This is an optimization exercise on Yosys and OpenROAD, whose aim is small area, not a production implementation. At most, simulation tests tie the RTL to the original design; equivalence was not proved. Power is estimated from default activity; no workload was simulated.

Setup of main:
==> flow/design.v <==
module FSd1 (clk24M, rst_n, mix_in, lo_out, mix_out, sig_in, TXD, RXD, led);
    input clk24M, rst_n;
    input [2:0] mix_in;
    input [2:0] sig_in;
    output [2:0] lo_out, mix_out;
    input RXD;
    output TXD;
    output [1:0] led;
    wire rst = ~rst_n;
    reg rst_d;
    always @(posedge clk24M) rst_d <= rst;
    wire [11:0] lo_cyc_d = rst ? 12'd100 : r_lo_cycle;
    reg [11:0] r_lo_cycle;
    reg [1:0]  r_lo_channel;
    reg [2:0]  rx_byte;
    wire       lo_wr;
    wire [11:0] rc0, rc1, rc2;
    wire [23:0] sc0, sc1, sc2;
    wire [2:0]  lo;
    genvar gi;
    generate
        for (gi = 0; gi < 3; gi = gi + 1) begin : ch
            reg [11:0] lo_cnt, lo_cyc;
            reg        r_lo;
            reg        mp, sp;
            reg [11:0] rw, rc;
            reg [23:0] sw, sc;
            wire [12:0] inc = {1'b0, lo_cnt} + 13'd1;
            wire m1 = (inc == {1'b0, lo_cyc});
            wire m2 = (inc == {2'b00, lo_cyc[11:1]});
            always @(posedge clk24M) begin
                mp <= mix_in[gi];
                sp <= sig_in[gi];
                if (rst || (lo_wr && r_lo_channel == gi)) lo_cyc <= lo_cyc_d;
                if (rst_d || (!mp && mix_in[gi])) rc <= rw;
                if (rst_d || (!sp && sig_in[gi])) sc <= sw;
                if (rst) begin
                    lo_cnt <= 12'd0; r_lo <= 1'b0;
                    rw <= 12'd0; sw <= 24'd0;
                end else begin
                    lo_cnt <= m1 ? 12'd0 : inc[11:0];
                    if (m1) r_lo <= 1'b1;
                    else if (m2) r_lo <= 1'b0;
                    if (!mp && mix_in[gi]) rw <= 12'd0;
                    else rw <= rw + 12'd1;
                    if (!sp && sig_in[gi]) sw <= 24'd0;
                    else sw <= sw + 24'd1;
                end
            end
            assign lo[gi] = r_lo;
        end
    endgenerate
    assign rc0 = ch[0].rc; assign rc1 = ch[1].rc; assign rc2 = ch[2].rc;
    assign sc0 = ch[0].sc; assign sc1 = ch[1].sc; assign sc2 = ch[2].sc;
    assign lo_out = lo;
    assign mix_out = mix_in ^ lo;
    reg [28:0] R;
    reg        conv;
    reg [7:0]  cnt;    
    reg [3:0]  tph;    
    reg [2:0]  g;      
    reg [3:0]  p;      
    reg [3:0]  db;     
    reg        f_send, f_send_frame;
    wire idle = (tph == 4'd11);
    wire busy = (tph <= 4'd10);
    wire start = rst_d || (tph == 4'd15 && p == 4'd8);
    wire ready = !conv && !start;
    wire fire = idle && ready;
    function [3:0] dd(input [3:0] d, input en);
        reg g;
        begin
            g = en & (d[3] | (d[2] & (d[1] | d[0])));
            dd = {g | d[3],
                  g ? (d[3] & d[0]) : d[2],
                  d[1] ^ (g & ~d[0]),
                  d[0] ^ g};
        end
    endfunction
    wire [4:0] k = cnt[4:0];
    wire crot = conv && cnt <= 8'd23;    
    wire [3:0] c0 = dd(R[3:0], crot);
    wire [3:0] c1 = dd(R[7:4], crot & (k[4] | k[3] | k[2]));              
    wire [3:0] c2 = dd(R[11:8], crot & (k[4] | k[3]));                   
    wire [3:0] c3 = dd(R[15:12], crot & (k[4] | (k[3] & k[2])));         
    wire [3:0] c4 = dd(R[19:16], crot & k[4]);                           
    wire [3:0] c5 = dd(R[23:20], crot & k[4] & (k[2] | (k[1] & k[0])));  
    wire [3:0] c6 = dd(R[27:24], crot & k[4] & k[2] & k[1] & k[0]);      
    wire [28:0] Rn = {c6, c5, c4, c3, c2, c1, c0, R[28]};
    reg [23:0] val;
    always @(*) begin
        case (g)
            3'd0: val = rst_d ? 24'd0 : {12'd0, rc0};
            3'd1: val = {12'd0, rc1};
            3'd2: val = {12'd0, rc2};
            3'd3: val = sc0;
            3'd4: val = sc1;
            default: val = sc2;
        endcase
    end
    wire raw = !g[2] && !(g[1] & g[0]);
    wire [3:0] digit = raw ? R[15:12] : {R[2:0] & {3{p[2:0] != 3'd7}}, R[28]};
    wire isdig = ~db[3] | (~db[2] & ~db[1]);
    wire drot = tph == 4'd0 && cnt <= 8'd3 && isdig;
    always @(posedge clk24M)
        cnt <= (cnt == 8'd207 || (!busy && !conv)) ? 8'd0 : cnt + 8'd1;
    always @(posedge clk24M) begin
        if (rst) begin
            conv <= 1'b0; tph <= 4'd11;
            g <= 3'd0; p <= 4'd3; f_send_frame <= 1'b0;
        end else begin
            if (start) begin
                conv <= 1'b1;
                R <= {val, 5'd0};
            end else if (crot || drot) begin
                R <= Rn;
            end
            if (conv) begin
                if (cnt == 8'd25) conv <= 1'b0;
            end
            if (fire) tph <= 4'd15;
            else if (tph == 4'd15 || (busy && cnt == 8'd207)) tph <= tph + 4'd1;
            if (fire) begin
                if (!p[3]) begin
                    db <= digit;
                    if (p[2:0] == 3'd0) begin
                        g <= (g == 3'd5) ? 3'd0 : g + 3'd1;
                        p <= 4'd8;
                    end else p <= p - 4'd1;
                end else if (!p[0]) begin
                    if (g == 3'd0) begin
                        db <= 4'd13;             
                        p <= 4'd9;
                    end else begin
                        db <= 4'd12;             
                        p <= (g[2] | (g[1] & g[0])) ? 4'd7 : 4'd3;
                    end
                end else begin
                    db <= 4'd10;                 
                    p <= 4'd3;
                    f_send_frame <= f_send;
                end
            end
        end
    end
    wire [7:0] ch_bits = {2'b00, isdig | (db[3] & db[2] & ~db[0]), isdig, db};
    reg txd;
    always @(*) begin
        case (tph)
            4'd0: txd = 1'b0;
            4'd1: txd = ch_bits[0];
            4'd2: txd = ch_bits[1];
            4'd3: txd = ch_bits[2];
            4'd4: txd = ch_bits[3];
            4'd5: txd = ch_bits[4];
            4'd6: txd = ch_bits[5];
            4'd7: txd = ch_bits[6];
            4'd8: txd = ch_bits[7];
            default: txd = 1'b1;
        endcase
    end
    assign TXD = f_send_frame ? txd : 1'b1;
    localparam [7:0] R0 = 8'h01, R51 = 8'h0a, R103 = 8'h86, R155 = 8'h77, R207 = 8'hab;
    reg [7:0] rcnt;
    reg [3:0] rnb;
    reg [7:0] rdat;
    reg       rs;
    reg       st2;
    wire      ridle = (rnb == 4'd0) || (rnb == 4'd11);
    wire      rlast = (rnb == 4'd10);
    always @(posedge clk24M) begin
        rcnt <= (rst || ridle || rcnt == R207) ? R0 :
                {rcnt[6:0], rcnt[7] ^ rcnt[5] ^ rcnt[4] ^ rcnt[3]};
        if (rst) begin
            rnb <= 4'd0; st2 <= 1'b0;
        end else begin
            st2 <= (rnb == 4'd11);
            if (ridle) begin
                rnb <= RXD ? 4'd0 : 4'd1;
            end else begin
                if (!rlast) begin
                    if (rcnt == R51) rdat <= {RXD, rdat[7:1]};
                    if (rcnt == R103) rs <= RXD;
                    if (rcnt == R155) rdat[7] <= (rdat[7] & rs) | (rdat[7] & RXD) | (rs & RXD);
                end
                if (rcnt == R207) rnb <= rnb + 4'd1;
            end
        end
    end
    reg [3:0] hex;
    always @(*) begin
        case (rdat)
            8'h30: hex = 4'h0; 8'h31: hex = 4'h1; 8'h32: hex = 4'h2; 8'h33: hex = 4'h3;
            8'h34: hex = 4'h4; 8'h35: hex = 4'h5; 8'h36: hex = 4'h6; 8'h37: hex = 4'h7;
            8'h38: hex = 4'h8; 8'h39: hex = 4'h9;
            8'h41: hex = 4'ha; 8'h42: hex = 4'hb; 8'h43: hex = 4'hc;
            8'h44: hex = 4'hd; 8'h45: hex = 4'he; 8'h46: hex = 4'hf;
            8'h61: hex = 4'ha; 8'h62: hex = 4'hb; 8'h63: hex = 4'hc;
            8'h64: hex = 4'hd; 8'h65: hex = 4'he; 8'h66: hex = 4'hf;
            default: hex = 4'h0;
        endcase
    end
    assign lo_wr = st2 && (rx_byte == 3'd4);
    always @(posedge clk24M) begin
        if (rst) begin
            rx_byte <= 3'd0; f_send <= 1'b0;
        end else if (st2) begin
            case (rx_byte)
                3'd0: begin
                    if (rdat == 8'h20) f_send <= ~f_send;
                    else begin
                        r_lo_channel <= hex[1:0];
                        rx_byte <= 3'd1;
                    end
                end
                3'd4: rx_byte <= 3'd0;
                default: begin
                    r_lo_cycle <= {r_lo_cycle[7:0], hex};
                    rx_byte <= rx_byte + 3'd1;
                end
            endcase
        end
    end
    assign led[0] = (rx_byte == 3'd1) ? 1'b0 : 1'b1;
    assign led[1] = (rx_byte == 3'd0) ? 1'b1 : 1'b0;
endmodule
export LEC_CHECK = 0
export ABC_AREA = 1
export CAP_MARGIN = 0
export CORE_MARGIN = 2
export CORE_UTILIZATION = 70
export CTS_BUF_LIST = sky130_fd_sc_hd__clkbuf_16
export CTS_CLUSTER_DIAMETER = 120
export CTS_CLUSTER_SIZE = 30
export GPL_TIMING_DRIVEN = 0
export SLEW_MARGIN = 0
create_clock -name core_clock -period 10.0 [get_ports {clk24M}]
standard.sh (not shown) runs the stock make flow with config.mk's settings and CLKGATE_MAP_FILE= SYNTH_SCRIPT=/design/flow/synth_recipe.tcl, a recipe that flattens the netlist after the stock synthesis.
==> flow/flow/run.sh <==
#!/bin/bash
# Layout flow: the standard flow (standard.sh), with two synthesis changes
# that leave the registers as the standard synthesis makes them:
#  - ABC maps the logic with the area script in flow/abc_area.script
#    (a scripts folder that links every ORFS script but that one);
#  - adders are left to ABC as plain logic (ADDER_MAP_FILE empty);
# and the port buffers are the smallest buffer, sky130_fd_sc_hd__buf_1.
set -euo pipefail
W=$PWD
mkdir -p "$W/scripts"
for f in "$FLOW_HOME"/scripts/*; do
  ln -sfn "$f" "$W/scripts/$(basename "$f")"
done
rm -f "$W/scripts/abc_area.script"
cp "$W/flow/abc_area.script" "$W/scripts/abc_area.script"
export SCRIPTS_DIR="$W/scripts"
export BUFFER_PORTS_ARGS="-buffer_cell sky130_fd_sc_hd__buf_1"
export CTS_ARGS="-sink_clustering_enable -repair_clock_nets -sink_clustering_size 32 -sink_clustering_max_diameter 120 -buf_list sky130_fd_sc_hd__clkbuf_16 -root_buf sky130_fd_sc_hd__clkbuf_8 -tree_buf sky130_fd_sc_hd__clkbuf_8 -sink_clustering_buffer sky130_fd_sc_hd__clkbuf_16 -dont_use_dummy_load"
bash standard.sh ADDER_MAP_FILE= synth > "$W/synth.log" 2>&1
bash standard.sh ADDER_MAP_FILE= finish > "$W/layout.log" 2>&1
==> flow/flow/abc_area.script <==
strash
&get -n
&deepsyn -T 30
&dch -f
&nf -R 1000 -p -F 8 -C 32
&put
topo
dnsize -c
Setup changes, main to the feature branch
--- a/flow/design.v
+++ b/flow/design.v
@@ -54,8 +54,9 @@
     assign sc0 = ch[0].sc; assign sc1 = ch[1].sc; assign sc2 = ch[2].sc;
     assign lo_out = lo;
     assign mix_out = mix_in ^ lo;
     reg [28:0] R;
+    reg        cy;
     reg        conv;
     reg [7:0]  cnt;    
     reg [3:0]  tph;    
     reg [2:0]  g;      
@@ -76,18 +77,25 @@
                   d[1] ^ (g & ~d[0]),
                   d[0] ^ g};
         end
     endfunction
-    wire [4:0] k = cnt[4:0];
-    wire crot = conv && cnt <= 8'd23;    
-    wire [3:0] c0 = dd(R[3:0], crot);
-    wire [3:0] c1 = dd(R[7:4], crot & (k[4] | k[3] | k[2]));              
-    wire [3:0] c2 = dd(R[11:8], crot & (k[4] | k[3]));                   
-    wire [3:0] c3 = dd(R[15:12], crot & (k[4] | (k[3] & k[2])));         
-    wire [3:0] c4 = dd(R[19:16], crot & k[4]);                           
-    wire [3:0] c5 = dd(R[23:20], crot & k[4] & (k[2] | (k[1] & k[0])));  
-    wire [3:0] c6 = dd(R[27:24], crot & k[4] & k[2] & k[1] & k[0]);      
-    wire [28:0] Rn = {c6, c5, c4, c3, c2, c1, c0, R[28]};
+    wire sconv = p == 4'd8 && tph == 4'd0 && cnt < 8'd192 && cnt[2:0] != 3'd7;
+    wire [2:0] j = cnt[2:0];
+    wire [4:0] k = cnt[7:3];
+    reg en;
+    always @(*) begin
+        case (j)
+            3'd0: en = 1'b1;
+            3'd1: en = k[4] | k[3] | k[2];               
+            3'd2: en = k[4] | k[3];                      
+            3'd3: en = k[4] | (k[3] & k[2]);             
+            3'd4: en = k[4];                             
+            3'd5: en = k[4] & (k[2] | (k[1] & k[0]));    
+            default: en = k[4] & k[2] & k[1] & k[0];     
+        endcase
+    end
+    wire [3:0] c = dd(R[3:0], en);
+    wire cin = (j == 3'd0) ? R[28] : cy;
     reg [23:0] val;
     always @(*) begin
         case (g)
             3'd0: val = rst_d ? 24'd0 : {12'd0, rc0};
@@ -98,11 +106,11 @@
             default: val = sc2;
         endcase
     end
     wire raw = !g[2] && !(g[1] & g[0]);
-    wire [3:0] digit = raw ? R[15:12] : {R[2:0] & {3{p[2:0] != 3'd7}}, R[28]};
+    wire [3:0] digit = raw ? R[15:12] : (p[2:0] == 3'd7) ? {3'd0, R[28]} : R[27:24];
     wire isdig = ~db[3] | (~db[2] & ~db[1]);
-    wire drot = tph == 4'd0 && cnt <= 8'd3 && isdig;
+    wire drot = tph == 4'd0 && cnt <= 8'd5 && isdig && !p[3] && p != 4'd6;
     always @(posedge clk24M)
         cnt <= (cnt == 8'd207 || (!busy && !conv)) ? 8'd0 : cnt + 8'd1;
     always @(posedge clk24M) begin
         if (rst) begin
@@ -111,10 +119,13 @@
         end else begin
             if (start) begin
                 conv <= 1'b1;
                 R <= {val, 5'd0};
-            end else if (crot || drot) begin
-                R <= Rn;
+            end else if (sconv) begin
+                R <= {(j == 3'd6) ? c[3] : R[28], c[2:0], cin, R[27:4]};
+                cy <= c[3];
+            end else if (drot) begin
+                R[27:0] <= {R[3:0], R[27:4]};
             end
             if (conv) begin
                 if (cnt == 8'd25) conv <= 1'b0;
             end
--- outcome ---
The feature branch vs main: final instance area down slightly
Worst setup slack ended up 0.015 ns lower on the feature branch than on main.
main → the feature branch: net switching power shows an increase of about 1.3%, die area has decreased, detailed-route vias per instance moved down, final critical path time including I/O delays and setup increased 0.015 ns.
The feature branch against main: count of unresolved DRC violations after routing comparable, wire length went down about 2.8%.
Part of the cycle the worst path needs essentially unchanged between main and the feature branch.
Compared with main, in the feature branch count of filler cells inserted in the layout climbed 0.36%, sequential power barely changed, worst max-slew margin expressed relative to the limit dropped 3.9 points.

* * *

== the reference run ==
RTL: the design.v shown in full above, as it stands there.
export LEC_CHECK = 0
export ABC_AREA = 1
export CAP_MARGIN = 0
export CORE_MARGIN = 2
export CORE_UTILIZATION = 60
export CTS_BUF_LIST = sky130_fd_sc_hd__clkbuf_16
export CTS_CLUSTER_DIAMETER = 120
export CTS_CLUSTER_SIZE = 30
export SLEW_MARGIN = 0
create_clock -name core_clock -period 10.0 [get_ports {clk24M}]
==> flow/flow/run.sh <==
#!/bin/bash
# Layout flow: the standard flow (standard.sh), with two synthesis changes
# that leave the registers as the standard synthesis makes them:
#  - ABC maps the logic with the area script in flow/abc_area.script
#    (a scripts folder that links every ORFS script but that one);
#  - adders are left to ABC as plain logic (ADDER_MAP_FILE empty);
# and the port buffers are the smallest buffer, sky130_fd_sc_hd__buf_1.
set -euo pipefail
W=$PWD
mkdir -p "$W/scripts"
for f in "$FLOW_HOME"/scripts/*; do
  ln -sfn "$f" "$W/scripts/$(basename "$f")"
done
rm -f "$W/scripts/abc_area.script"
cp "$W/flow/abc_area.script" "$W/scripts/abc_area.script"
export SCRIPTS_DIR="$W/scripts"
export BUFFER_PORTS_ARGS="-buffer_cell sky130_fd_sc_hd__buf_1"
bash standard.sh ADDER_MAP_FILE= synth > "$W/synth.log" 2>&1
bash standard.sh ADDER_MAP_FILE= finish > "$W/layout.log" 2>&1
==> flow/flow/abc_area.script <==
strash
&get -n
&deepsyn -T 30
&put
dch -f
amap
topo
dnsize -c
#### Input delta (the trial run over the reference run)
--- a/flow/design.v
+++ b/flow/design.v
@@ -52,23 +52,21 @@
     endgenerate
     assign rc0 = ch[0].rc; assign rc1 = ch[1].rc; assign rc2 = ch[2].rc;
     assign sc0 = ch[0].sc; assign sc1 = ch[1].sc; assign sc2 = ch[2].sc;
     assign lo_out = lo;
     assign mix_out = mix_in ^ lo;
     reg [28:0] R;
-    reg        conv;
+    reg        conv, ready;
     reg [7:0]  cnt;    
     reg [3:0]  tph;    
     reg [2:0]  g;      
     reg [3:0]  p;      
     reg [3:0]  db;     
     reg        f_send, f_send_frame;
     wire idle = (tph == 4'd11);
     wire busy = (tph <= 4'd10);
-    wire start = rst_d || (tph == 4'd15 && p == 4'd8);
-    wire ready = !conv && !start;
     wire fire = idle && ready;
     function [3:0] dd(input [3:0] d, input en);
         reg g;
         begin
             g = en & (d[3] | (d[2] & (d[1] | d[0])));
             dd = {g | d[3],
@@ -99,34 +97,39 @@
         endcase
     end
     wire raw = !g[2] && !(g[1] & g[0]);
     wire [3:0] digit = raw ? R[15:12] : {R[2:0] & {3{p[2:0] != 3'd7}}, R[28]};
     wire isdig = ~db[3] | (~db[2] & ~db[1]);
     wire drot = tph == 4'd0 && cnt <= 8'd3 && isdig;
-    always @(posedge clk24M)
-        cnt <= (cnt == 8'd207 || (!busy && !conv)) ? 8'd0 : cnt + 8'd1;
     always @(posedge clk24M) begin
         if (rst) begin
-            conv <= 1'b0; tph <= 4'd11;
+            conv <= 1'b0; ready <= 1'b0; cnt <= 8'd0; tph <= 4'd11;
             g <= 3'd0; p <= 4'd3; f_send_frame <= 1'b0;
         end else begin
-            if (start) begin
+            if (!ready && !conv) begin
                 conv <= 1'b1;
                 R <= {val, 5'd0};
             end else if (crot || drot) begin
                 R <= Rn;
             end
             if (conv) begin
-                if (cnt == 8'd25) conv <= 1'b0;
-            end
+                if (cnt == 8'd25) begin
+                    conv <= 1'b0;
+                    ready <= 1'b1;
+                end
+            end
+            if (busy) cnt <= (cnt == 8'd207) ? 8'd0 : cnt + 8'd1;
+            else if (conv) cnt <= (cnt == 8'd25) ? 8'd0 : cnt + 8'd1;
+            else cnt <= 8'd0;
             if (fire) tph <= 4'd15;
             else if (tph == 4'd15 || (busy && cnt == 8'd207)) tph <= tph + 4'd1;
             if (fire) begin
                 if (!p[3]) begin
                     db <= digit;
                     if (p[2:0] == 3'd0) begin
+                        ready <= 1'b0;
                         g <= (g == 3'd5) ? 3'd0 : g + 3'd1;
                         p <= 4'd8;
                     end else p <= p - 4'd1;
                 end else if (!p[0]) begin
                     if (g == 3'd0) begin
                         db <= 4'd13;             
@@ -157,36 +160,40 @@
             4'd7: txd = ch_bits[6];
             4'd8: txd = ch_bits[7];
             default: txd = 1'b1;
         endcase
     end
     assign TXD = f_send_frame ? txd : 1'b1;
-    localparam [7:0] R0 = 8'h01, R51 = 8'h0a, R103 = 8'h86, R155 = 8'h77, R207 = 8'hab;
     reg [7:0] rcnt;
     reg [3:0] rnb;
     reg [7:0] rdat;
     reg       rs;
-    reg       st2;
-    wire      ridle = (rnb == 4'd0) || (rnb == 4'd11);
-    wire      rlast = (rnb == 4'd10);
+    reg       st1, st2;
+    wire      rlast = rnb[3] & rnb[1];       
     always @(posedge clk24M) begin
-        rcnt <= (rst || ridle || rcnt == R207) ? R0 :
-                {rcnt[6:0], rcnt[7] ^ rcnt[5] ^ rcnt[4] ^ rcnt[3]};
+        rcnt <= (rst || rnb == 4'd0 || rcnt == 8'd207) ? 8'd0 : rcnt + 8'd1;
         if (rst) begin
-            rnb <= 4'd0; st2 <= 1'b0;
+            rnb <= 4'd0; st1 <= 1'b0; st2 <= 1'b0;
         end else begin
-            st2 <= (rnb == 4'd11);
-            if (ridle) begin
-                rnb <= RXD ? 4'd0 : 4'd1;
+            st1 <= 1'b0;
+            st2 <= st1;
+            if (rnb == 4'd0) begin
+                if (!RXD) rnb <= 4'd1;
             end else begin
                 if (!rlast) begin
-                    if (rcnt == R51) rdat <= {RXD, rdat[7:1]};
-                    if (rcnt == R103) rs <= RXD;
-                    if (rcnt == R155) rdat[7] <= (rdat[7] & rs) | (rdat[7] & RXD) | (rs & RXD);
-                end
-                if (rcnt == R207) rnb <= rnb + 4'd1;
+                    if (rcnt == 8'd51) rdat <= {RXD, rdat[7:1]};
+                    if (rcnt == 8'd103) rs <= RXD;
+                    if (rcnt == 8'd155) rdat[7] <= (rdat[7] & rs) | (rdat[7] & RXD) | (rs & RXD);
+                end
+                if (rcnt == 8'd207) begin
+                    rnb <= rnb + 4'd1;
+                    if (rlast) begin
+                        rnb <= 4'd0;
+                        st1 <= 1'b1;
+                    end
+                end
             end
         end
     end
     reg [3:0] hex;
     always @(*) begin
         case (rdat)
--- outcome ---
On multi-input combinational cell count: between the trial run and the reference run, it ends up lower for the trial run.
Every stage of the flow completed for the trial run, and the final layout passed the timing, DRC and antenna checks.
Relative to the reference run, the trial run improves clock skew.
Final area: the trial run vs the reference run — no meaningful difference
Against the reference run, the trial run comes in about 1% lower on reported clock group power.
The trial run gives more final critical path time including I/O delays and setup than the reference run did.
Summary of the trial run over the reference run: CTS sink count now larger, post-detailed-route wirelength per cell climbed 1.2%, register area increased 40 µm², routed via count has increased, global-route usage now sits higher.
Only the layout flow was run in the trial run; the RTL was not checked for function there.

static timing again, ports no longer ideal:
The results above use ideal ports. As a check the final layouts listed here were re-extracted and re-timed, cells and wires unchanged.
Step 1 (the two cells are an assumption about what drives the block):
set clk [get_ports {clk24M}]
set_driving_cell -lib_cell sky130_fd_sc_hd__clkbuf_16 $clk
set_driving_cell -lib_cell sky130_fd_sc_hd__buf_2 [delete_from_list [all_inputs] $clk]
Step 2 moves the port delays by t, midway between the first and last clock arrival at a register: inputs arrive t later, outputs are due t later. That takes back most of the time a late clock gives input paths.
a / b / c = no drivers / after step 1 / after step 2; a / b = the first two.
run	t (ns)	setup WS [ns]	worst hold slack (ns)	clock arrival spread, ns	cell pins on the clock port's net
main	0.585	5.469 / 5.411 / 5.411	0.450 / 0.450 / 0.450	0.061 / 0.060	1
the feature branch	0.592	5.455 / 5.426 / 5.426	0.445 / 0.445 / 0.445	0.055 / 0.056	1
the reference run	0.555	5.498 / 5.475 / 5.475	0.428 / 0.428 / 0.428	0.042 / 0.041	1
the trial run	0.556	5.427 / 5.383 / 5.383	0.423 / 0.423 / 0.423	0.034 / 0.034	1
After both steps every run listed still meets setup and hold. For main, which loses most, drivers alone change the setup slack by -0.058 ns; drivers and shift together by -0.058 ns.
